Source: an optimization exercise on an open RTL-to-GDS flow (aim: a short achievable clock period and few clock cycles). Production flows keep margins and buffers that such runs may drop.
In this exercise RTL edits were held to simulation tests only and were not proved equivalent to the original.
Power and IR drop assume default switching activity.

File: design/flow/config.mk
export PLATFORM = sky130hd
export DESIGN_NAME = CPU
export DESIGN_NICKNAME = CPU
export VERILOG_FILES = /design/flow/design.v
export SDC_FILE = /design/flow/constraint.sdc
export NUM_CORES = 4
export LEC_CHECK = 0
export ABC_CLOCK_PERIOD_IN_PS = 1500
export CAP_MARGIN = 20
export CORE_MARGIN = 2
export CORE_UTILIZATION = 40
export GPL_ROUTABILITY_DRIVEN = 0
export PLACE_DENSITY = 0.6
export SETUP_SLACK_MARGIN = 4.0
export SLEW_MARGIN = 20
export SYNTH_HIERARCHICAL = 1
export TNS_END_PERCENT = 100
File: design/flow/constraint.sdc
create_clock -name core_clock -period 6.0 [get_ports {in_clk}]
set_input_delay 1.2000 -clock core_clock [delete_from_list [all_inputs] [get_ports {in_clk}]]
set_output_delay 1.2000 -clock core_clock [all_outputs]
set_load 0.01 [all_outputs]
File: design/flow/design.v
module register_9bit #(parameter W = 9) (
    input  wire         re,
    input  wire         h,
    input  wire [W-1:0] q,
    input  wire [W-1:0] g,
    output wire [W-1:0] y
);
    assign y = {W{!re}} & (h ? q : g);
endmodule
module register_1bit (
    input  wire [2:0] sel,
    input  wire [8:0] a0, a1, a2, a3, a4, a5, a6, a7,
    output reg  [8:0] y
);
    always @(*) begin
        case (sel)
            3'd0: y = a0;
            3'd1: y = a1;
            3'd2: y = a2;
            3'd3: y = a3;
            3'd4: y = a4;
            3'd5: y = a5;
            3'd6: y = a6;
            default: y = a7;
        endcase
    end
endmodule
module counter_9bit (
    input  wire       sa, sb, sc, sd,
    input  wire [8:0] a, b, c, d,
    output wire [8:0] y
);
    assign y = ({9{sa}} & a) | ({9{sb}} & b) | ({9{sc}} & c) | ({9{sd}} & d);
endmodule
module sel5h (
    input  wire       sa, sb, sc, sd, se,
    input  wire [8:0] a, b, c, d, e,
    output wire [8:0] y
);
    assign y = ({9{sa}} & a) | ({9{sb}} & b) | ({9{sc}} & c) | ({9{sd}} & d) | ({9{se}} & e);
endmodule
module mux_9to1 (
    input  wire       s,
    input  wire [8:0] a,
    input  wire [8:0] b,
    output wire [8:0] y
);
    assign y = s ? a : b;
endmodule
module addsub_9bit (
    input  wire [8:0] a,
    input  wire [8:0] b,
    input  wire       ci,
    output wire [8:0] s
);
    wire [8:0] p, g, c;
    ks_xor9 u_p (.a(a), .b(b), .y(p));
    ks_and9 u_g (.a(a), .b(b), .y(g));
    ks_tree u_c (.p(p), .g(g), .ci(ci), .c(c));
    ks_xor9 u_s (.a(p), .b(c), .y(s));
endmodule
module ks_xor9 (input wire [8:0] a, input wire [8:0] b, output wire [8:0] y);
    assign y = a ^ b;
endmodule
module ks_and9 (input wire [8:0] a, input wire [8:0] b, output wire [8:0] y);
    assign y = a & b;
endmodule
module ks_tree (
    input  wire [8:0] p,
    input  wire [8:0] g,
    input  wire       ci,
    output wire [8:0] c
);
    wire [9:0] p0 = {p, 1'b0};
    wire [9:0] g0 = {g, ci};
    wire [9:0] g1, p1, g2, p2, g4, p4, g8;
    genvar i;
    generate for (i = 0; i < 10; i = i + 1) begin : t
        if (i >= 1) begin
            assign g1[i] = g0[i] | (p0[i] & g0[i-1]);
            assign p1[i] = p0[i] & p0[i-1];
        end else begin
            assign g1[i] = g0[i]; assign p1[i] = p0[i];
        end
        if (i >= 2) begin
            assign g2[i] = g1[i] | (p1[i] & g1[i-2]);
            assign p2[i] = p1[i] & p1[i-2];
        end else begin
            assign g2[i] = g1[i]; assign p2[i] = p1[i];
        end
        if (i >= 4) begin
            assign g4[i] = g2[i] | (p2[i] & g2[i-4]);
            assign p4[i] = p2[i] & p2[i-4];
        end else begin
            assign g4[i] = g2[i]; assign p4[i] = p2[i];
        end
        if (i >= 8)
            assign g8[i] = g4[i] | (p4[i] & g4[i-8]);
        else
            assign g8[i] = g4[i];
    end endgenerate
    assign c = g8[8:0];
endmodule
module comparator (
    input  wire       s,
    input  wire [8:0] late,
    input  wire [8:0] other,
    output wire [8:0] y
);
    assign y = ({9{s}} & late) | other;
endmodule
module control_unit (
    input  wire [8:0]  a,
    input  wire [15:0] cv,     
    input  wire [79:0] ct,     
    output wire        hit
);
    wire [15:0] m;
    genvar i;
    generate for (i = 0; i < 16; i = i + 1) begin : l
        assign m[i] = cv[i] && ct[5*i +: 5] == a[8:4] && a[3:0] == i;
    end endgenerate
    assign hit = |m;
endmodule
module CPU(
	input wire [8:0] in_Din,
	input wire in_clk,
	input wire in_re,
	input wire in_run,
	output wire [8:0] out_Addr,
	output wire [8:0] out_Dout,
	output wire out_W
);
	localparam CN = 16, CB = 4;
	reg [8:0] FA;                   
	reg       IRV;                  
	reg       pld, pst, pjr, pj2;   
	reg       exr;                  
	reg [8:0] JT;                   
	reg [8:0] R0, R1, R2, R3, R4, R5, R6, G;
	reg [6:0] WEN;                  
	reg [8:0] RES;
	reg [8:0] RXS;                  
	reg       W;
	reg [8:0] DO;
	reg [2:0] rx, iy;
	reg       d_x7, d_mv, d_mvi, d_sub, d_as, d_ld, d_st, d_ldst, d_mvnz, d_halt;
	reg       d_mviu, d_mvic;       
	reg       d_wr, d_redu;         
	reg [8:0] OX, OY;               
	reg       FX;                   
	reg       FYo;                  
	reg [8:0] EPC;                  
	reg  [8:0] EPC1, EPC2;          
	wire [8:0] AFT = d_mvic ? EPC2 : EPC1;    
	reg        s_vy, s_im, s_f1;              
	reg [8:0] IMM;
	reg [2:0] LRX;                  
	reg          CV [0:CN-1];
	reg [8-CB:0] CT [0:CN-1];
	reg [8:0]    CD [0:CN-1];
	assign out_Addr = FA;
	assign out_Dout = DO;
	assign out_W    = W;
	wire [8:0] FA1 = FA + 9'd1;
	wire [8:0] FA2 = FA + 9'd2;
	wire [8:0] vx, vy;
	mux_9to1 u_vx  (.s(FX), .a(RES), .b(OX), .y(vx));
	mux_9to1 u_vy  (.s(FYo), .a(OY), .b(RXS), .y(vy));
	wire [8:0] sum;
	addsub_9bit u_alu (.a(vx), .b(vy), .ci(d_sub), .s(sum));
	reg        GNZ;
	wire       gnz = GNZ;
	wire [8:0] zc = {vx[7:0] | vy[7:0], d_sub};
	wire       s_nz = ((vx ^ vy) != zc);
	wire e_wr    = exr && (d_wr || (d_mvnz && gnz));    
	wire e_wen   = e_wr && !d_x7;
	wire e_j     = e_wr && d_x7;
	wire e_ldst  = exr && d_ldst;
	wire e_halt  = exr && d_halt;
	wire e_mviu  = exr && d_mviu;
	wire e_mvic  = exr && d_mvic;
	wire e_as    = exr && d_as;
	wire use_e   = !exr ? (pld || pst || pjr || pj2) : (d_redu || (d_x7 && d_mvnz && gnz));
	wire [8:0] e_oth =
		({9{exr && (d_mv || d_mvnz)}} & vy) |
		({9{e_mvic}} & IMM) |
		({9{e_mviu || pld}} & in_Din);
	wire       r_hold = !in_run || pst;
	wire [8:0] res_d;
	comparator u_res (.s(e_as && !r_hold), .late(sum), .other(r_hold ? RES : e_oth), .y(res_d));
	wire       g_en = in_run && e_as;
	wire [8:0] g_d;
	comparator u_g (.s(g_en && !in_re), .late(sum), .other((in_re || g_en) ? 9'd0 : G), .y(g_d));
	wire [2:0] dop = in_Din[8:6];
	wire [2:0] dx  = in_Din[5:3];
	wire [2:0] dy  = in_Din[2:0];
	wire [8:0] C0 = WEN[0] ? RES : R0;
	wire [8:0] C1 = WEN[1] ? RES : R1;
	wire [8:0] C2 = WEN[2] ? RES : R2;
	wire [8:0] C3 = WEN[3] ? RES : R3;
	wire [8:0] C4 = WEN[4] ? RES : R4;
	wire [8:0] C5 = WEN[5] ? RES : R5;
	wire [8:0] C6 = WEN[6] ? RES : R6;
	wire [8:0] OXn, OYn;
	register_1bit u_ox (.sel(dx), .a0(C0), .a1(C1), .a2(C2), .a3(C3), .a4(C4), .a5(C5), .a6(C6), .a7(FA), .y(OXn));
	register_1bit u_oy (.sel(dy), .a0(C0), .a1(C1), .a2(C2), .a3(C3), .a4(C4), .a5(C5), .a6(C6), .a7(FA), .y(OYn));
	wire [8:0] RESP1 = RES + 9'd1;
	reg  [8:0] RESP1R;
	reg        RP1V;
	reg  [8:0] IMMP1;                        
	reg  [8:0] RP0, RP1, RP2, RP3, RP4, RP5, RP6;    
	reg  [6:0] rxo;                          
	reg        d_wrn7, d_nzn7;               
	wire       e_wen7 = exr && (d_wrn7 || (d_nzn7 && gnz));
	reg  [6:0] fwr, hzr, nzr;
	wire [6:0] fw = fwr & {7{d_mvic}};
	wire [6:0] hz = (hzr & ~fw) | (nzr & {7{gnz}}) | (WEN & {7{!RP1V}} & ~fw);
	wire [8:0] Q0, Q1, Q2, Q3, Q4, Q5, Q6;
	counter_9bit u_q0 (.sa(1'b0), .sb(fw[0]), .sc(!fw[0] && WEN[0]), .sd(!fw[0] && !WEN[0]), .a(9'd0), .b(IMMP1), .c(RESP1R), .d(RP0), .y(Q0));
	counter_9bit u_q1 (.sa(1'b0), .sb(fw[1]), .sc(!fw[1] && WEN[1]), .sd(!fw[1] && !WEN[1]), .a(9'd0), .b(IMMP1), .c(RESP1R), .d(RP1), .y(Q1));
	counter_9bit u_q2 (.sa(1'b0), .sb(fw[2]), .sc(!fw[2] && WEN[2]), .sd(!fw[2] && !WEN[2]), .a(9'd0), .b(IMMP1), .c(RESP1R), .d(RP2), .y(Q2));
	counter_9bit u_q3 (.sa(1'b0), .sb(fw[3]), .sc(!fw[3] && WEN[3]), .sd(!fw[3] && !WEN[3]), .a(9'd0), .b(IMMP1), .c(RESP1R), .d(RP3), .y(Q3));
	counter_9bit u_q4 (.sa(1'b0), .sb(fw[4]), .sc(!fw[4] && WEN[4]), .sd(!fw[4] && !WEN[4]), .a(9'd0), .b(IMMP1), .c(RESP1R), .d(RP4), .y(Q4));
	counter_9bit u_q5 (.sa(1'b0), .sb(fw[5]), .sc(!fw[5] && WEN[5]), .sd(!fw[5] && !WEN[5]), .a(9'd0), .b(IMMP1), .c(RESP1R), .d(RP5), .y(Q5));
	counter_9bit u_q6 (.sa(1'b0), .sb(fw[6]), .sc(!fw[6] && WEN[6]), .sd(!fw[6] && !WEN[6]), .a(9'd0), .b(IMMP1), .c(RESP1R), .d(RP6), .y(Q6));
	wire [7:0] y_ok = {1'b0, ~hz};
	wire       g_ok = gnz && !e_as;
	wire [8:0] QJ;
	register_1bit u_qj (.sel(dy), .a0(Q0), .a1(Q1), .a2(Q2), .a3(Q3), .a4(Q4), .a5(Q5), .a6(Q6), .a7(Q6), .y(QJ));
	wire       j_mv = dx == 3'd7 && dop == 3'b000;
	wire       j_nz = dx == 3'd7 && dop == 3'b110 && g_ok;
	wire f_j  = (j_mv || j_nz) && y_ok[dy];
	wire [CB-1:0] l_idx = FA[CB-1:0];
	wire [CN-1:0]   cvv;
	wire [5*CN-1:0] ctv;
	genvar gl;
	generate for (gl = 0; gl < CN; gl = gl + 1) begin : lk
		assign cvv[gl] = CV[gl];
		assign ctv[5*gl +: 5] = CT[gl];
	end endgenerate
	wire          l_hit;
	control_unit u_hit (.a(FA), .cv(cvv), .ct(ctv), .hit(l_hit));
	wire f_mvic = dop == 3'b001 && l_hit;
	wire [8:0] FAS;
	mux_9to1 u_fas (.s(f_mvic), .a(FA2), .b(FA1), .y(FAS));
	wire f_jq = f_j;    
	reg n_irv, n_pld, n_pst, n_pjr, n_pj2, n_w, tk_g, tk_hold, ld_fwd_g;
	always @(*) begin
		n_irv = IRV; n_pld = pld; n_pst = pst; n_pjr = pjr; n_pj2 = pj2; n_w = 1'b0;
		tk_g = 1'b0; tk_hold = 1'b0; ld_fwd_g = 1'b0;
		if (pst) begin
			n_pst = 1'b0;
		end else if (pld) begin
			n_pld = 1'b0;
			if (LRX == 3'd7) begin
				n_pjr = 1'b1; n_irv = 1'b0;
			end else
				ld_fwd_g = 1'b1;
		end else if (pjr) begin
			n_pjr = 1'b0; n_pj2 = 1'b1;
		end else if (pj2) begin
			n_pj2 = 1'b0;
		end else if (e_halt) begin
		end else if (e_ldst) begin
			n_pld = d_ld; n_pst = d_st; n_w = d_st;
			tk_g = 1'b1; tk_hold = 1'b1; n_irv = 1'b1;
		end else if (e_j) begin
			n_irv = 1'b0;
			if (!d_mvic) n_pjr = 1'b1;
		end else if (e_mviu) begin
			n_irv = 1'b0;
		end else begin
			tk_g = 1'b1; n_irv = !f_j;
		end
	end
	wire c_hold = !in_run && !pst;
	wire tk     = !in_re && !c_hold && tk_g;
	wire ld_fwd = !in_re && !c_hold && ld_fwd_g;
	wire       n_exr  = n_irv && !n_pld && !n_pst && !n_pjr && !n_pj2;
	wire       n_mvi  = tk_g ? (dop == 3'b001) : d_mvi;
	wire [6:0] n_rxo  = tk_g ? ((7'd1 << dx) & 7'h7f) : rxo;
	wire       n_wrn7 = tk_g ? (dx != 3'd7 && (dop == 3'b000 || dop == 3'b001 || dop[2:1] == 2'b01)) : d_wrn7;
	wire       n_nzn7 = tk_g ? (dx != 3'd7 && dop == 3'b110) : d_nzn7;
	wire [26:0] c_q = {IRV, pld, pst, pjr, pj2, exr, fwr, hzr, nzr};
	wire [26:0] c_g = {n_irv, n_pld, n_pst, n_pjr, n_pj2, n_exr,
	                   {7{n_exr && n_mvi}} & n_rxo, {7{n_exr && n_wrn7}} & n_rxo,
	                   {7{n_exr && n_nzn7}} & n_rxo};
	wire [26:0] c_d;
	register_9bit #(.W(27)) u_ctl (.re(in_re), .h(c_hold), .q(c_q), .g(c_g), .y(c_d));
	always @(posedge in_clk) begin
		{IRV, pld, pst, pjr, pj2, exr, fwr, hzr, nzr} <= c_d;
		W <= !in_re && in_run && n_w;
		if (pjr) JT <= RES + 9'd1;
	end
	wire [8:0] EA = pj2 ? JT : AFT;
	wire [8:0] EB, EADDR;
	wire [8:0] va;
	mux_9to1 u_va (.s(FYo), .a(OY), .b(RES), .y(va));
	counter_9bit u_eb (.sa(s_vy), .sb(1'b0), .sc(s_im), .sd(s_f1),
	                   .a(va), .b(9'd0), .c(IMMP1), .d(FA1), .y(EB));
	mux_9to1 u_ea (.s(exr), .a(EB), .b(EA), .y(EADDR));
	wire       go   = !in_re && (in_run || pst);
	wire       m_im = go && !use_e && dop == 3'b001;
	wire [8:0] fa_r, fa_d;
	counter_9bit u_far (.sa(!in_re && !(in_run || pst)), .sb(go && use_e),
	                    .sc(go && !use_e && f_jq), .sd(go && !use_e && !f_jq),
	                    .a(FA), .b(EADDR), .c(QJ), .d(FA1), .y(fa_r));
	mux_9to1 u_fa (.s(m_im && l_hit), .a(FA2), .b(fa_r), .y(fa_d));
	always @(posedge in_clk) begin
		FA <= fa_d;
	end
	reg          FV;
	reg [8:0]    FP, FD;
	always @(posedge in_clk) begin
		FV <= !in_re && in_run && !pst && e_mviu;
		FP <= EPC;
		FD <= in_Din;
	end
	integer k;
	always @(posedge in_clk) begin
		if (in_re) begin
			for (k = 0; k < CN; k = k + 1) CV[k] <= 1'b0;
		end else if (FV) begin
			CV[FP[CB-1:0]] <= 1'b1;
		end
	end
	always @(posedge in_clk) begin
		if (FV) begin
			CT[FP[CB-1:0]] <= FP[8:CB];
			CD[FP[CB-1:0]] <= FD;
		end
	end
	always @(posedge in_clk) begin
		if (in_re) begin
			R0 <= 9'd0; R1 <= 9'd0; R2 <= 9'd0; R3 <= 9'd0;
			R4 <= 9'd0; R5 <= 9'd0; R6 <= 9'd0;
			RP0 <= 9'd1; RP1 <= 9'd1; RP2 <= 9'd1; RP3 <= 9'd1;
			RP4 <= 9'd1; RP5 <= 9'd1; RP6 <= 9'd1;
		end else begin
			if (WEN[0]) begin R0 <= RES; RP0 <= RESP1; end
			if (WEN[1]) begin R1 <= RES; RP1 <= RESP1; end
			if (WEN[2]) begin R2 <= RES; RP2 <= RESP1; end
			if (WEN[3]) begin R3 <= RES; RP3 <= RESP1; end
			if (WEN[4]) begin R4 <= RES; RP4 <= RESP1; end
			if (WEN[5]) begin R5 <= RES; RP5 <= RESP1; end
			if (WEN[6]) begin R6 <= RES; RP6 <= RESP1; end
		end
	end
	always @(posedge in_clk) begin
		if (in_re) GNZ <= 1'b0;
		else if (g_en) GNZ <= s_nz;
	end
	wire [8:0] valp1 =
		({9{exr && (d_mv || d_mvnz)}} & (vy + 9'd1)) |
		({9{e_mvic}} & IMMP1) |
		({9{e_mviu || pld}} & (in_Din + 9'd1));
	always @(posedge in_clk) begin
		if (!r_hold) begin
			RESP1R <= valp1;
			RP1V <= !e_as;
		end
	end
	always @(posedge in_clk) begin
		RES <= res_d;
		RXS <= res_d ^ {9{tk ? dop == 3'b011 : d_sub}};
		G <= g_d;
	end
	always @(posedge in_clk) begin
		if (in_re || !in_run || pst) WEN <= 7'd0;
		else if (pld) WEN <= (7'd1 << LRX) & 7'h7f;
		else if (e_wen) WEN <= (7'd1 << rx) & 7'h7f;
		else WEN <= 7'd0;
	end
	always @(posedge in_clk) begin
		if (tk) begin
			rx <= dx; iy <= dy; d_x7 <= dx == 3'd7;
			d_mv <= dop == 3'b000; d_mvi <= dop == 3'b001;
			d_sub <= dop == 3'b011; d_as <= dop[2:1] == 2'b01;
			d_ld <= dop == 3'b100; d_st <= dop == 3'b101; d_ldst <= dop[2:1] == 2'b10;
			d_mvnz <= dop == 3'b110; d_halt <= dop == 3'b111;
			d_mviu <= dop == 3'b001 && !f_mvic;
			d_mvic <= dop == 3'b001 && f_mvic;
			d_wr <= dop == 3'b000 || dop == 3'b001 || dop[2:1] == 2'b01;
			d_redu <= dop == 3'b111 || dop[2:1] == 2'b10 || (dop == 3'b001 && !f_mvic) ||
			          (dx == 3'd7 && (dop == 3'b000 || dop == 3'b001 || dop[2:1] == 2'b01));
			OX <= OXn; OY <= OYn ^ {9{dop == 3'b011}};
			EPC <= FA; EPC1 <= FA1; EPC2 <= FA2;
			s_vy <= dop[2:1] == 2'b10;
			s_im <= dx == 3'd7 && dop == 3'b001 && f_mvic;
			s_f1 <= !(dop[2:1] == 2'b10) && !(dx == 3'd7 && dop == 3'b001 && f_mvic);
			IMM <= CD[l_idx]; IMMP1 <= CD[l_idx] + 9'd1;
			rxo <= (7'd1 << dx) & 7'h7f;
			d_wrn7 <= dx != 3'd7 && (dop == 3'b000 || dop == 3'b001 || dop[2:1] == 2'b01);
			d_nzn7 <= dx != 3'd7 && dop == 3'b110;
		end
		if (tk && tk_hold) begin
			FX <= 1'b0; FYo <= 1'b1;
		end else if (tk) begin
			FX <= e_wen && rx == dx;
			FYo <= !(e_wen && rx == dy);
		end else if (ld_fwd) begin
			FX <= rx == LRX;
			FYo <= iy != LRX;
		end
		if (!in_re && in_run && !pst && e_ldst) begin
			LRX <= rx; DO <= vx;
		end
	end
endmodule
File: design/flow/run.sh
#!/bin/bash
# synth_recipe.tcl (not shown) runs the flow's synth.tcl, then flattens the netlist and writes it again
# the make line also repeats each setting of config.mk as NAME=value (left out here)
make -C /OpenROAD-flow-scripts/flow DESIGN_CONFIG=/design/flow/config.mk WORK_HOME=/design/flow/orfs CLKGATE_MAP_FILE= SYNTH_SCRIPT=/design/flow/synth_recipe.tcl finish
==> impl_metrics.csv, run 1 <==
group,metric,value,unit
clocking,cts_buffers,66,
route,vias,21400,
power_and_ir_drop,swShare,0.283,
sta,fin_crit,2.56,ns
route,post_drt_wl_per_cell,24.8,microns
finish,nets,2708,
critical_path,cp-end-kind,"output pin",
power_and_ir_drop,p_switching,3.04,mW
place,dp_hpwl,53.9,mm
floorplan,num_rows,97,
route,wirelength,91.2,mm
sta,slew_headroom,0.295,
finish,final_area,0.0364,sq mm
power_and_ir_drop,p_int,7.70,mW
hold_path,hp-class,"flip-flop to flip-flop",
critical_path,r2r_start,"d_mvic$_DFFE_PP_",
clocking,cts_buffer_depth,3,
critical_path,reg2reg_setup_slack,3.47,ns
critical_path,critPathMaxFanout,2,
floorplan,dieArea,0.0728,sq mm
critical_path,worstSetupEndpoint,"out_Addr[4]",
floorplan,die_h,270,microns
critical_path,crit_path_start,"FA[4]$_DFF_P_",
finish,num_antenna_cells,0,
sta,final.setup.tns,0,ns
critical_path,cp_data_required_time,4.80,ns
finish,largest_reg_flops,144,
route,viasPerCell,5.83,
synthesis,syn_avg_cell_area,11.7,sq um
clocking,cts_sinks,574,
synthesis,synth_area,0.0283,sq mm
grt,track_usage,0.239,
power_and_ir_drop,power_density,295,mW/mm^2
floorplan,die_w,270,microns
floorplan,io_pins,31,
place,io_buffers,30,
finish,areaGrowthSynthToFinish,28.6,%
outcome,status,"finished clean",
sta,rsz0062_at_grt,"true",
power_and_ir_drop,p_leak,13.1,nW
clocking,clkSlewWorstSetupHoldPaths,0.06,ns
sta,slew_viol_final,0,
route,drc,0,
critical_path,worst_r2r_endpoint,"FA[0]$_DFF_P_",
finish,layout_commonest_cell,"edfxtp_1",
clocking,clock_latency,0.64,ns
job,drv_cap,0,
floorplan,coreArea,0.0700,sq mm
clocking,htreeDepth,3,
grt,grt_max_degree,91,
critical_path,crit_type,"flip-flop to output pin",
synthesis,ys_warn_count,8,
route,drt_pre_antenna_iters,8,
route,drt_first_iter_violations,2170,
power_and_ir_drop,seqPwrFrac,0.426,
finish,final_cell_mix,"edfxtp_1 (347), dfxtp_1 (200), nor2_1 (182), a22oi_1 (150), buf_4 (145)",
floorplan,initial_core_util,0.404,
grt,groute.layer.met1.usage,0.307,
grt,grt_pass1_wl,132,mm
clocking,cts_hold_buf,0,
critical_path,reg2reg_depth,12,
grt,grt_pass1_vias,20800,
grt,grt_util_met2,0.395,
power_and_ir_drop,p_clk_frac,0.378,
grt,overflow,0,
critical_path,critPathArrivalTime,1.36,ns
critical_path,startpoint_type,"flip-flop",
sta,fin_crit_sh,0.427,
grt,antenna_found_initial,0,
grt,grtUsageMet3,0.0356,
clocking,ctsRootBufferMaster,"clkbuf_16",
sta,setup_violations,0,
sta,finalHoldViolations,0,
route,ant_nets,0,
clocking,cts_tree,"yes",
synthesis,synthCells,2411,
power_and_ir_drop,vdd_ir_drop_max,0.000190,V
grt,busiest_layer,"met2",
sta,max_freq,390,MHz
place,placed_area,0.0296,sq mm
sta,fin_skew,0.0316,ns
sta,max_slew.worst_pin.slew,1.05,ns
power_and_ir_drop,combinationalPowerShare,0.197,
finish,drive_above_1_share,0.343,
## power by group through the flow
stage | sequential, mW | combinational [mW] | clock [mW]
after floorplan | 4.49 | 1.12 | 0
after global placement | 4.67 | 1.30 | 0
after detailed placement | 4.67 | 1.32 | 0
after CTS | 4.56 | 1.82 | 4.10
after global routing | 4.58 | 2.21 | 4.26
final | 4.57 | 2.11 | 4.05
## stage by stage
step | worst slack [ns] | hold WS [ns] | std cells | power (mW) | utilization
6_report | 3.44 | 0.335 | 3675 | 10.7 | 0.519
5_1_grt | 3.41 | 0.342 | 3675 | 11.1 | 0.519
4_1_cts | 3.42 | 0.338 | 3613 | 10.5 | 0.497
3_5_place_dp | 1.96 | 0.328 | 3324 | 5.99 | 0.422
3_3_place_gp | 2.04 | 0.324 | 3324 | 5.97 | 0.422
2_1_floorplan | 3.16 | 0.323 | 2490 | 5.61 | -
## routing by layer
layer  share of wire  up-vias
li1                -     9387
met1            0.40    10700
met2            0.47     1012
met3           0.068      296
met4           0.056        0
met5               0        -
## layout make-up
cell class	instances	area, sq um
fillers	5847	33600
flip-flops and latches	574	15000
multi-input cells	1681	14000
inverters	56	240
repair buffers	303	3710
well taps	940	1180
clock inverters	34	373
clock buffers	87	1830
## critical path, cell delays in order, from the launching register on
cell,delay (ns)
dfxtp_4,0.38
buf_8,0.13
buf_6,0.11
buf_6,0.11
## worst min-delay path by stage
stage               slack [ns]             start       endpoint  cells after the start
floorplan                 0.32  EPC[1]$_DFFE_PP_  FP[1]$_DFF_P_                      0
global placement          0.32  EPC[8]$_DFFE_PP_  FP[8]$_DFF_P_                      0
detailed placement        0.33  EPC[6]$_DFFE_PP_  FP[6]$_DFF_P_                      0
CTS                       0.34  EPC[6]$_DFFE_PP_  FP[6]$_DFF_P_                      0
global route              0.34  EPC[6]$_DFFE_PP_  FP[6]$_DFF_P_                      0
finish                    0.34  EPC[6]$_DFFE_PP_  FP[6]$_DFF_P_                      0
## what timing repair did
item | in CTS | in global routing
cloned | 22 | 11
endpoints found under the setup margin | 357 | 264
buffers inserted | 146 | 51
pin swaps | 85 | 97
resized for setup | 468 | 186
Testbench counts, summed over its fixed seeds: cycles 16,059.
==> run 2: changes to the inputs <==
--- a/design/flow/design.v
+++ b/design/flow/design.v
@@ -215,5 +215,5 @@
 	wire       e_wen7 = exr && (d_wrn7 || (d_nzn7 && gnz));
 	reg  [6:0] fwr, hzr, nzr;
-	wire [6:0] fw = fwr & {7{d_mvic}};
+	wire [6:0] fw = fwr;
 	wire [6:0] hz = (hzr & ~fw) | (nzr & {7{gnz}}) | (WEN & {7{!RP1V}} & ~fw);
 	wire [8:0] Q0, Q1, Q2, Q3, Q4, Q5, Q6;
==> impl_metrics.csv, run 2 <==
group,metric,value,unit
route,vias,21800,
critical_path,cp-end-kind,"flip-flop",
route,viasPerCell,5.95,
floorplan,die_w,269,microns
critical_path,reg2reg_setup_slack,3.47,ns
job,drv_cap,0,
route,dr.max_layer_used,"met4",
route,ant_nets,0,
clocking,cts_sinks,574,
critical_path,critPathMaxFanout,5,
critical_path,critPathArrivalTime,3.03,ns
critical_path,worst_r2r_endpoint,"FA[6]$_DFF_P_",
route,drt_pre_antenna_iters,6,
clocking,clock_latency,0.62,ns
route,post_drt_wl_per_cell,26.7,microns
clocking,cts_buffers,66,
finish,final_cell_mix,"edfxtp_1 (347), dfxtp_1 (190), nor2_1 (175), a22oi_1 (157), buf_4 (153)",
clocking,clkSlewWorstSetupHoldPaths,0.06,ns
floorplan,io_pins,31,
clocking,ctsRootBufferMaster,"clkbuf_16",
clocking,cts_tree,"yes",
floorplan,num_rows,97,
grt,track_usage,0.252,
finish,nFillCells,5784,
clocking,htreeDepth,3,
finish,final_cells,3660,
synthesis,synthCells,2396,
clocking,cts_buffer_depth,3,
critical_path,reg2reg_depth,11,
route,wirelength,97.8,mm
finish,largest_reg_flops,144,
sta,finalHoldViolations,0,
synthesis,synth_area,0.0282,sq mm
route,drt_first_iter_violations,2619,
finish,drive_above_1_share,0.335,
grt,grt_max_degree,93,
clocking,cts_hold_buf,0,
critical_path,cp_data_required_time,6.50,ns
finish,areaGrowthSynthToFinish,29.0,%
power_and_ir_drop,power_density,295,mW/mm^2
critical_path,crit_type,"flip-flop to flip-flop",
sta,fin_crit,2.53,ns
power_and_ir_drop,vdd_ir_drop_max,0.000256,V
sta,slew_viol_final,0,
critical_path,startpoint_type,"flip-flop",
synthesis,ys_warn_count,8,
power_and_ir_drop,p_leak,13.1,nW
sta,setup_violations,0,
sta,holdWs,0.340,ns
sta,max_freq,396,MHz
floorplan,die_h,269,microns
route,met2_length,44.8,mm
outcome,status,"finished clean",
sta,final.setup.tns,0,ns
hold_path,hp-class,"flip-flop to flip-flop",
sta,rsz0062_at_grt,"true",
floorplan,initial_core_util,0.403,
grt,antenna_found_initial,4,
sta,fin_crit_sh,0.421,
critical_path,worstSetupEndpoint,"FA[6]$_DFF_P_",
grt,overflow,0,
sta,slew_headroom,0.436,
place,io_buffers,30,
place,placed_area,0.0295,sq mm
finish,num_antenna_cells,0,
route,wl_met3,8.90,mm
grt,grt_pass1_vias,21000,
place,dp.cells,3310,
sta,fin_skew,0.0312,ns
route,drc,0,
grt,grt_pass1_wl,138,mm
sta,max_slew.worst_pin.slew,0.844,ns
route,drt-met1-wl,38.9,mm
critical_path,crit_path_start,"FA[5]$_DFF_P_",
place,dp_hpwl,56.9,mm
floorplan,coreArea,0.0699,sq mm
finish,layout_commonest_cell,"edfxtp_1",
finish,final_area,0.0364,sq mm
finish,final_util,0.520,
synthesis,syn_avg_cell_area,11.8,sq um
floorplan,dieArea,0.0726,sq mm
finish,nets,2693,
critical_path,r2r_start,"FA[5]$_DFF_P_",
-- run 2: layout make-up --
| type | count | area, sq um | share of cell area |
|---|---|---|---|
| repair buffers | 307 | 3880 | 0.107 |
| clock buffers | 90 | 1830 | 0.0504 |
| inverters | 58 | 254 | 0.00698 |
| multi-input cells | 1660 | 13900 | 0.381 |
| clock inverters | 31 | 274 | 0.00753 |
| flip-flops and latches | 574 | 15100 | 0.415 |
| well taps | 940 | 1180 | 0.0323 |
-- run 2: timing repair --
item | CTS | global route
setup endpoints to repair | 378 | 268
gates cloned | 24 | 8
pin swaps | 73 | 81
gates resized for setup | 460 | 199
setup buffers | 123 | 74
-- run 2: critical path, cell delays in order (launching register included) --
cell	delay, ns
dfxtp_2	0.33
buf_12	0.14
buf_12	0.14
xnor2_2	0.15
nand4_1	0.17
nor4_2	0.34
nor4_1	0.11
nand4_1	0.12
buf_6	0.15
and2_4	0.20
and2_4	0.24
mux2_4	0.31
-- run 2: where the power goes --
group / switching [mW] / internal, mW
clock: 1.70 / 2.22
combinational: 1.20 / 1.05
sequential: 0.221 / 4.33
-- run 2: stage by stage --
stage	power, mW	worst slack (ns)
after floorplan	5.64	0.838
after global placement	6.02	1.90
after detailed placement	6.04	1.81
after CTS	10.4	3.53
after global routing	11.0	3.44
final	10.7	3.47
-- run 2: metal layers --
layer  GRT usage  up-vias
met4       0.120        0
met3      0.0485      305
met5           0        -
li1            -     9347
met1       0.331    10900
met2       0.403     1215
-- run 2: worst min path at each step --
stage,startpoint,to,slack (ns),cells after the start
floorplan,EPC[1]$_DFFE_PP_,FP[1]$_DFF_P_,0.32,0
global placement,EPC[1]$_DFFE_PP_,FP[1]$_DFF_P_,0.32,0
detailed placement,EPC[8]$_DFFE_PP_,FP[8]$_DFF_P_,0.33,0
CTS,EPC[8]$_DFFE_PP_,FP[8]$_DFF_P_,0.34,0
global route,EPC[8]$_DFFE_PP_,FP[8]$_DFF_P_,0.35,0
finish,EPC[8]$_DFFE_PP_,FP[8]$_DFF_P_,0.34,0
Testbench counts of run 2, summed over its fixed seeds: cycles 16,059.
==> run 3: changes to the inputs <==
--- a/design/flow/design.v
+++ b/design/flow/design.v
@@ -160,4 +160,5 @@
 	reg [8-CB:0] CT [0:CN-1];
 	reg [8:0]    CD [0:CN-1];
+	reg [8:0]    CDP [0:CN-1];      
 	assign out_Addr = FA;
 	assign out_Dout = DO;
@@ -330,4 +331,5 @@
 			CT[FP[CB-1:0]] <= FP[8:CB];
 			CD[FP[CB-1:0]] <= FD;
+			CDP[FP[CB-1:0]] <= FD + 9'd1;
 		end
 	end
@@ -390,5 +392,5 @@
 			s_im <= dx == 3'd7 && dop == 3'b001 && f_mvic;
 			s_f1 <= !(dop[2:1] == 2'b10) && !(dx == 3'd7 && dop == 3'b001 && f_mvic);
-			IMM <= CD[l_idx]; IMMP1 <= CD[l_idx] + 9'd1;
+			IMM <= CD[l_idx]; IMMP1 <= CDP[l_idx];
 			rxo <= (7'd1 << dx) & 7'h7f;
 			d_wrn7 <= dx != 3'd7 && (dop == 3'b000 || dop == 3'b001 || dop[2:1] == 2'b01);
==> impl_metrics.csv, run 3 <==
group,metric,value,unit
critical_path,cp-end-kind,"output pin",
place,dp_hpwl,59.8,mm
synthesis,syn_avg_cell_area,13.1,sq um
finish,final_cell_mix,"edfxtp_1 (491), dfxtp_1 (185), nor2_1 (173), buf_4 (155), a22oi_1 (153)",
synthesis,synthCells,2568,
finish,layout_commonest_cell,"edfxtp_1",
finish,nets,2936,
floorplan,coreArea,0.0836,sq mm
power_and_ir_drop,power_density,308,mW/mm^2
job,drv_cap,0,
sta,slew_headroom,0.350,
critical_path,cp_data_required_time,4.80,ns
critical_path,critPathMaxFanout,3,
clocking,cts_hold_buf,0,
power_and_ir_drop,p_leak,15.4,nW
clocking,clock_latency,0.66,ns
finish,drive_above_1_share,0.359,
route,drt_first_iter_violations,3275,
place,placed_area,0.0352,sq mm
finish,final_area,0.0438,sq mm
sta,slew_viol_final,0,
floorplan,io_pins,31,
route,drc,0,
critical_path,path_cells,"buf_12 > buf_6",
clocking,clkSlewWorstSetupHoldPaths,0.06,ns
clocking,cts_tree,"yes",
sta,fin_crit,2.50,ns
critical_path,critPathArrivalTime,1.30,ns
place,io_buffers,30,
grt,grt_pass1_vias,23000,
floorplan,dieArea,0.0867,sq mm
route,vias,24600,
sta,max_freq,400,MHz
sta,rsz0062_at_grt,"true",
finish,areaGrowthSynthToFinish,29.9,%
critical_path,crit_type,"flip-flop to output pin",
route,wirelength,114,mm
power_and_ir_drop,vdd_ir_drop_max,0.000242,V
critical_path,crit_slowest_cell,"dfxtp_4",
clocking,ctsRootBufferMaster,"clkbuf_16",
grt,track_usage,0.247,
floorplan,num_rows,106,
clocking,htreeDepth,3,
critical_path,slowest_delay,0.38,ns
route,ant_nets,0,
grt,overflow,0,
clocking,cts_buffers,77,
floorplan,die_h,294,microns
grt,antenna_found_initial,4,
synthesis,synth_area,0.0337,sq mm
floorplan,initial_core_util,0.404,
route,post_drt_wl_per_cell,28.1,microns
sta,finalHoldViolations,0,
hold_path,hp-class,"flip-flop to flip-flop",
sta,final.setup.tns,0,ns
sta,max_slew.worst_pin.slew,0.965,ns
floorplan,die_w,294,microns
finish,final_cells,4055,
sta,fin_skew,0.0498,ns
synthesis,ys_warn_count,8,
route,drt_pre_antenna_iters,9,
outcome,status,"finished clean",
sta,fin_crit_sh,0.417,
clocking,cts_buffer_depth,3,
grt,grt_pass1_wl,157,mm
grt,grt_max_degree,90,
critical_path,startpoint_type,"flip-flop",
clocking,cts_sinks,718,
route,viasPerCell,6.06,
sta,setup_violations,0,
place,dp.cells,3603,
run 3: layout make-up:
cell class / count / area [sq um]
Sequential cell: 718 / 19400
Tap cell: 1080 / 1350
Multi-Input combinational cell: 1701 / 15300
Clock inverter: 39 / 452
Inverter: 53 / 218
Timing Repair Buffer: 359 / 5020
Fill cell: 6783 / 39700
Antenna cell: 1 / 2.50
Clock buffer: 104 / 2100
run 3: stage by stage:
stage           util  hold slack (ns)  power (mW)  worst slack (ns)
2_1_floorplan      -            0.323        7.18              2.83
3_3_place_gp   0.421            0.325        7.71              1.87
3_5_place_dp   0.421            0.328        7.75              1.81
4_1_cts        0.495            0.349        13.1              3.48
5_1_grt        0.524            0.354        13.9              3.47
6_report       0.524            0.347        13.5              3.50
run 3: per-layer routing:
layer,vias up,wire (microns),track usage
li1,10300,-,-
met3,333,10300,0.0498
met2,1424,53400,0.402
met5,-,0,0
met1,12500,45500,0.330
met4,0,4810,0.0859
run 3: path summary, 6_finish.rpt:
path                                  startpoint             endpoint  slack [ns]  cells past startpoint
worst min register to register  EPC[8]$_DFFE_PP_        FP[8]$_DFF_P_        0.35                      0
worst max-delay path               FA[3]$_DFF_P_          out_Addr[3]        3.50                      2
worst max register to register  FYo$_SDFFE_PP1P_  RESP1R[4]$_DFFE_PN_        3.52                     10
worst min-delay path            EPC[8]$_DFFE_PP_        FP[8]$_DFF_P_        0.35                      0
run 3: power breakdown:
part           switching (mW)  internal [mW]
combinational            1.53           1.42
clock                    2.06           2.75
sequential              0.255           5.47
run 3: repair_timing:
action / in CTS / in global routing
setup buffers: 135 / 111
gates cloned: 36 / 25
resized for setup: 470 / 197
setup endpoints to repair: 782 / 557
pin swaps: 70 / 118
run 3: worst max-delay path: cells and delay by family, from the launching register on:
kind,cells,cell delay (ns)
buf+inv,2,0.26
flops,1,0.38
Testbench counts of run 3, summed over its fixed seeds: cycles 16,059.
==> run 4: changes to the inputs <==
--- a/design/flow/config.mk
+++ b/design/flow/config.mk
@@ -9,5 +9,5 @@
 export CAP_MARGIN = 20
 export CORE_MARGIN = 2
-export CORE_UTILIZATION = 40
+export CORE_UTILIZATION = 45
 export GPL_ROUTABILITY_DRIVEN = 0
 export PLACE_DENSITY = 0.6
==> impl_metrics.csv, run 4 <==
group,metric,value,unit
power_and_ir_drop,power_density,315,mW/mm^2
sta,worst_slack,3.41,ns
grt,track_usage,0.272,
sta,fin_crit_sh,0.431,
sta,rsz0062_at_grt,"true",
synthesis,synthCells,2568,
route,drt_pre_antenna_iters,9,
clocking,clock_latency,0.65,ns
finish,layout_commonest_cell,"edfxtp_1",
critical_path,critPathMaxFanout,5,
clocking,cts_tree,"yes",
floorplan,coreArea,0.0743,sq mm
clocking,ctsRootBufferMaster,"clkbuf_16",
critical_path,startpoint_type,"input pin",
outcome,status,"finished clean",
sta,fin_skew,0.0414,ns
place,placed_area,0.0351,sq mm
sta,finalHoldViolations,0,
synthesis,synth_area,0.0337,sq mm
critical_path,critPathArrivalTime,3.10,ns
power_and_ir_drop,p_clk_frac,0.355,
sta,setup_violations,0,
finish,drive_above_1_share,0.338,
synthesis,syn_avg_cell_area,13.1,sq um
clocking,clkSlewWorstSetupHoldPaths,0.06,ns
route,viasPerCell,6.04,
sta,max_freq,387,MHz
grt,grt_pass1_wl,155,mm
synthesis,ys_warn_count,8,
hold_path,hp-class,"flip-flop to flip-flop",
route,wirelength,108,mm
sta,final.setup.tns,0,ns
critical_path,cp-end-kind,"flip-flop",
route,vias,23500,
clocking,cts_buffer_depth,3,
route,post_drt_wl_per_cell,27.7,microns
place,dp.cells,3498,
floorplan,initial_core_util,0.454,
clocking,cts_buffers,78,
sta,max_slew.worst_pin.slew,1.11,ns
floorplan,die_w,278,microns
finish,areaGrowthSynthToFinish,26.0,%
job,drv_cap,0,
grt,antenna_found_initial,1,
power_and_ir_drop,vdd_ir_drop_max,0.000262,V
finish,nets,2884,
clocking,htreeDepth,3,
finish,final_cells,3886,
finish,final_area,0.0425,sq mm
floorplan,io_pins,31,
place,dp_hpwl,59.2,mm
grt,grt_max_degree,72,
sta,slew_headroom,0.261,
floorplan,dieArea,0.0772,sq mm
place,io_buffers,30,
route,drc,0,
grt,grt_pass1_vias,22900,
grt,overflow,0,
route,ant_nets,0,
finish,final_cell_mix,"edfxtp_1 (491), nor2_1 (183), dfxtp_1 (182), a22oi_1 (149), buf_4 (139)",
power_and_ir_drop,seqPwrFrac,0.428,
floorplan,die_h,278,microns
floorplan,num_rows,100,
sta,fin_crit,2.59,ns
power_and_ir_drop,p_switching,3.82,mW
sta,slew_viol_final,0,
power_and_ir_drop,p_int,9.55,mW
clocking,cts_sinks,718,
finish,final_util,0.572,
critical_path,cp_data_required_time,6.51,ns
finish,num_antenna_cells,0,
clocking,cts_hold_buf,0,
power_and_ir_drop,swShare,0.286,
place,pre_cts_ws,1.96,ns
route,drt_first_iter_violations,2301,
critical_path,crit_type,"input pin to flip-flop",
power_and_ir_drop,p_leak,14.9,nW
power_and_ir_drop,combinationalPowerShare,0.217,
## run 4: through the flow
step	power, mW	hold WS (ns)
detailed placement	7.77	0.328
floorplan	7.18	0.323
CTS	13.2	0.342
finish	13.4	0.339
global placement	7.73	0.326
global route	13.8	0.352
## run 4: metal layers
layer / part of all wire / track usage / wire (microns)
met5: 0.00018 / 0 / 19
met4: 0.052 / 0.118 / 5570
met1: 0.40 / 0.359 / 42900
met3: 0.074 / 0.0445 / 7920
met2: 0.48 / 0.445 / 51100
## run 4: critical path: stages
cell and delay [ns]:
buf_4 0.12, nand3_4 0.14, inv_4 0.08, o211ai_1 0.15
a311o_1 0.44, buf_6 0.16, o21ba_4 0.23, a22oi_2 0.17
nand2_1 0.12, mux2_4 0.28
## run 4: layout make-up
class | count | area, sq um
sequential | 718 | 19400
clock inverter | 37 | 437
inverter | 53 | 230
tap | 969 | 1210
timing repair buffer | 309 | 4170
timing repair inverter | 2 | 15.0
multi-input combinational | 1696 | 15000
clock buffer | 102 | 2080
fill | 5876 | 31800
## run 4: final timing paths
path | from | to | slack, ns | cells after the start
setup / recovery | in_Din[5] | FA[3]$_DFF_P_ | 3.41 | 10
hold / removal | EPC[7]$_DFFE_PP_ | FP[7]$_DFF_P_ | 0.34 | 0
setup reg to reg | exr$_DFF_P_ | FA[3]$_DFF_P_ | 3.44 | 10
hold reg to reg | EPC[7]$_DFFE_PP_ | FP[7]$_DFF_P_ | 0.34 | 0
## run 4: power by group through the flow
| stage | Clock (mW) | Combinational [mW] | Sequential [mW] |
|---|---|---|---|
| detailed placement | 0 | 1.85 | 5.92 |
| global route | 5.00 | 3.03 | 5.73 |
| global placement | 0 | 1.82 | 5.91 |
| floorplan | 0 | 1.50 | 5.67 |
| finish | 4.75 | 2.91 | 5.72 |
| CTS | 4.80 | 2.65 | 5.72 |
## run 4: repair_timing
item                       4_1_cts  5_1_grt
gates resized for setup        476      138
buffers inserted               158       51
cloned                          35        5
pin swaps                       81       79
setup endpoints to repair      748      483
==> run 5: changes to the inputs <==
--- a/design/flow/design.v
+++ b/design/flow/design.v
@@ -114,5 +114,7 @@
     input  wire [15:0] cv,     
     input  wire [79:0] ct,     
-    output wire        hit
+    input  wire        en,
+    output wire        hit,
+    output wire        hite
 );
     wire [15:0] m;
@@ -121,5 +123,6 @@
         assign m[i] = cv[i] && ct[5*i +: 5] == a[8:4] && a[3:0] == i;
     end endgenerate
-    assign hit = |m;
+    assign hit  = |m;
+    assign hite = en && (|m);
 endmodule
 module CPU(
@@ -160,6 +163,6 @@
 	reg [8-CB:0] CT [0:CN-1];
 	reg [8:0]    CD [0:CN-1];
-	reg [8:0]    CDP [0:CN-1];      
-	assign out_Addr = FA;
+	reg [8:0] FAO;
+	assign out_Addr = FAO;
 	assign out_Dout = DO;
 	assign out_W    = W;
@@ -216,5 +219,5 @@
 	wire       e_wen7 = exr && (d_wrn7 || (d_nzn7 && gnz));
 	reg  [6:0] fwr, hzr, nzr;
-	wire [6:0] fw = fwr;
+	wire [6:0] fw = fwr & {7{d_mvic}};
 	wire [6:0] hz = (hzr & ~fw) | (nzr & {7{gnz}}) | (WEN & {7{!RP1V}} & ~fw);
 	wire [8:0] Q0, Q1, Q2, Q3, Q4, Q5, Q6;
@@ -242,5 +245,7 @@
 	end endgenerate
 	wire          l_hit;
-	control_unit u_hit (.a(FA), .cv(cvv), .ct(ctv), .hit(l_hit));
+	wire          l_hite;      
+	wire          m_im = !in_re && (in_run || pst) && !use_e && dop == 3'b001;
+	control_unit u_hit (.a(FA), .cv(cvv), .ct(ctv), .en(m_im), .hit(l_hit), .hite(l_hite));
 	wire f_mvic = dop == 3'b001 && l_hit;
 	wire [8:0] FAS;
@@ -303,12 +308,16 @@
 	mux_9to1 u_ea (.s(exr), .a(EB), .b(EA), .y(EADDR));
 	wire       go   = !in_re && (in_run || pst);
-	wire       m_im = go && !use_e && dop == 3'b001;
-	wire [8:0] fa_r, fa_d;
+	wire [8:0] fa_r, fa_ro, fa_d, fa_do;
 	counter_9bit u_far (.sa(!in_re && !(in_run || pst)), .sb(go && use_e),
 	                    .sc(go && !use_e && f_jq), .sd(go && !use_e && !f_jq),
 	                    .a(FA), .b(EADDR), .c(QJ), .d(FA1), .y(fa_r));
-	mux_9to1 u_fa (.s(m_im && l_hit), .a(FA2), .b(fa_r), .y(fa_d));
+	mux_9to1 u_fa (.s(l_hite), .a(FA2), .b(fa_r), .y(fa_d));
+	counter_9bit u_faro (.sa(!in_re && !(in_run || pst)), .sb(go && use_e),
+	                     .sc(go && !use_e && f_jq), .sd(go && !use_e && !f_jq),
+	                     .a(FA), .b(EADDR), .c(QJ), .d(FA1), .y(fa_ro));
+	mux_9to1 u_fao (.s(l_hite), .a(FA2), .b(fa_ro), .y(fa_do));
 	always @(posedge in_clk) begin
 		FA <= fa_d;
+		FAO <= fa_do;
 	end
 	reg          FV;
@@ -331,5 +340,4 @@
 			CT[FP[CB-1:0]] <= FP[8:CB];
 			CD[FP[CB-1:0]] <= FD;
-			CDP[FP[CB-1:0]] <= FD + 9'd1;
 		end
 	end
@@ -392,5 +400,5 @@
 			s_im <= dx == 3'd7 && dop == 3'b001 && f_mvic;
 			s_f1 <= !(dop[2:1] == 2'b10) && !(dx == 3'd7 && dop == 3'b001 && f_mvic);
-			IMM <= CD[l_idx]; IMMP1 <= CDP[l_idx];
+			IMM <= CD[l_idx]; IMMP1 <= CD[l_idx] + 9'd1;
 			rxo <= (7'd1 << dx) & 7'h7f;
 			d_wrn7 <= dx != 3'd7 && (dop == 3'b000 || dop == 3'b001 || dop[2:1] == 2'b01);
--- a/design/flow/config.mk
+++ b/design/flow/config.mk
@@ -9,5 +9,5 @@
 export CAP_MARGIN = 20
 export CORE_MARGIN = 2
-export CORE_UTILIZATION = 45
+export CORE_UTILIZATION = 40
 export GPL_ROUTABILITY_DRIVEN = 0
 export PLACE_DENSITY = 0.6
==> impl_metrics.csv, run 5 <==
group,metric,value,unit
clocking,cts_buffers,68,
place,dp.cells,3392,
clocking,clkSlewWorstSetupHoldPaths,0.06,ns
route,ant_nets,0,
hold_path,hp-class,"flip-flop to flip-flop",
route,drt_first_iter_violations,2799,
finish,final_cell_mix,"edfxtp_1 (347), dfxtp_1 (203), nor2_1 (192), a22oi_1 (166), nand2_1 (155)",
clocking,cts_buffer_depth,3,
sta,final.setup.tns,0,ns
sta,setup_violations,0,
grt,grt_pass1_wl,136,mm
critical_path,crit_path_start,"in_Din[0]",
power_and_ir_drop,vdd_ir_drop_max,0.000223,V
route,vias,21900,
hold_path,min_from,"EPC[3]$_DFFE_PP_",
critical_path,crit_type,"input pin to flip-flop",
place,placed_area,0.0300,sq mm
synthesis,synth_area,0.0288,sq mm
place,pre_cts_ws,1.92,ns
critical_path,cp-end-kind,"flip-flop",
finish,final_cells,3707,
sta,fin_crit_sh,0.444,
place,dp_hpwl,56.2,mm
floorplan,coreArea,0.0715,sq mm
sta,finalHoldViolations,0,
grt,overflow,0,
floorplan,die_h,273,microns
power_and_ir_drop,total_power,10.6,mW
finish,final_area,0.0365,sq mm
job,drv_cap,0,
grt,grt_pass1_vias,20700,
route,viasPerCell,5.91,
outcome,status,"finished clean",
finish,layout_commonest_cell,"edfxtp_1",
floorplan,num_rows,98,
power_and_ir_drop,power_density,290,mW/mm^2
finish,num_antenna_cells,0,
synthesis,synthCells,2465,
clocking,clock_latency,0.64,ns
route,wirelength,95.1,mm
finish,nets,2727,
sta,slew_headroom,0.407,
finish,largest_reg_flops,144,
sta,slew_viol_final,0,
grt,track_usage,0.244,
clocking,cts_hold_buf,0,
sta,holdWs,0.340,ns
synthesis,ys_warn_count,8,
grt,antenna_found_initial,0,
sta,fin_crit,2.67,ns
synthesis,syn_avg_cell_area,11.7,sq um
floorplan,die_w,273,microns
sta,fin_skew,0.0276,ns
sta,worst_slack,3.33,ns
sta,rsz0062_at_grt,"true",
clocking,ctsRootBufferMaster,"clkbuf_16",
route,drc,0,
finish,drive_above_1_share,0.331,
clocking,cts_tree,"yes",
route,post_drt_wl_per_cell,25.6,microns
critical_path,startpoint_type,"input pin",
critical_path,critPathMaxFanout,7,
critical_path,cp_data_required_time,6.51,ns
finish,final_util,0.511,
clocking,cts_sinks,583,
place,io_buffers,30,
critical_path,critPathArrivalTime,3.17,ns
sta,max_freq,375,MHz
route,drt_pre_antenna_iters,8,
critical_path,r2r_start,"d_mvic$_DFFE_PP_",
grt,grt_max_degree,93,
floorplan,dieArea,0.0743,sq mm
clocking,htreeDepth,3,
sta,max_slew.worst_pin.slew,0.889,ns
floorplan,initial_core_util,0.404,
power_and_ir_drop,p_leak,13.2,nW
floorplan,io_pins,31,
finish,areaGrowthSynthToFinish,26.6,%
[run 5: worst paths after layout]
check                                endpoint  slack (ns)  cells after the start
worst min register to register  FP[3]$_DFF_P_        0.34                      0
worst min-delay path            FP[3]$_DFF_P_        0.34                      0
worst max register to register  FA[7]$_DFF_P_        3.35                     13
worst max-delay path            FA[7]$_DFF_P_        3.33                     12
[run 5: report_power, final]
part / switching, mW / internal [mW]
sequential: 0.233 / 4.39
clock: 1.78 / 2.43
combinational: 0.951 / 0.783
[run 5: area by class of cell]
type	count	area, sq um
fillers	6039	35000
flip-flops and latches	583	15200
multi-input cells	1720	14300
repair buffers	268	3230
clock buffers	85	1840
well taps	950	1190
clock inverters	41	470
inverters	59	273
repair inverters	1	7.51
[run 5: routing by layer]
layer	track usage	wire (microns)
met1	0.330	39000
met5	0	0
met4	0.108	4640
met3	0.0381	7860
met2	0.388	43500
[run 5: timing repair]
item / in CTS / in global routing
gates cloned: 15 / 9
resized for setup: 450 / 193
pin swaps: 65 / 115
setup buffers: 116 / 49
hold endpoints to repair: 0 / 0
setup endpoints to repair: 370 / 270
[run 5: critical path, cell delays in order]
cell        delay, ns
buf_16           0.12
clkinvlp_4       0.11
a221oi_2         0.19
o21ai_1          0.10
a32oi_2          0.29
nand4_1          0.16
buf_4            0.18
nor2b_4          0.16
buf_12           0.16
a22oi_2          0.15
nand2_1          0.09
mux2_4           0.27
Testbench counts of run 5, summed over its fixed seeds: cycles 16,059.

## separate check: timing with driven ports
How much do the figures lean on ideal ports? The routed layouts below were timed once more, with nothing changed but the port constraints. Step 1 (the two cells are an assumption about what drives the block):
set clk [get_ports {in_clk}]
set_driving_cell -lib_cell sky130_fd_sc_hd__clkbuf_16 $clk
set_driving_cell -lib_cell sky130_fd_sc_hd__buf_2 [delete_from_list [all_inputs] $clk]
Step 2, shift: input delay + t, output delay - t, t = (earliest + latest rising clock arrival at the registers) / 2. This alone moves slack from input paths to output paths. Slacks: no drivers / after step 1 / after step 2; pairs: no drivers / after step 1.
run	shift t [ns]	setup slack, ns	worst register clock-pin slew, ns
run 1	0.690	3.436 / 3.369 / 2.834	0.06 / 0.06
run 2	0.673	3.472 / 3.333 / 2.659	0.07 / 0.07
run 3	0.702	3.497 / 3.265 / 2.563	0.07 / 0.07
run 4	0.695	3.413 / 3.189 / 2.495	0.07 / 0.07
run 5	0.695	3.335 / 3.109 / 2.414	0.06 / 0.06
After both steps setup and hold are still met in every run listed. For run 3, which loses most, drivers alone change the setup slack by -0.232 ns; drivers and shift together by -0.934 ns.
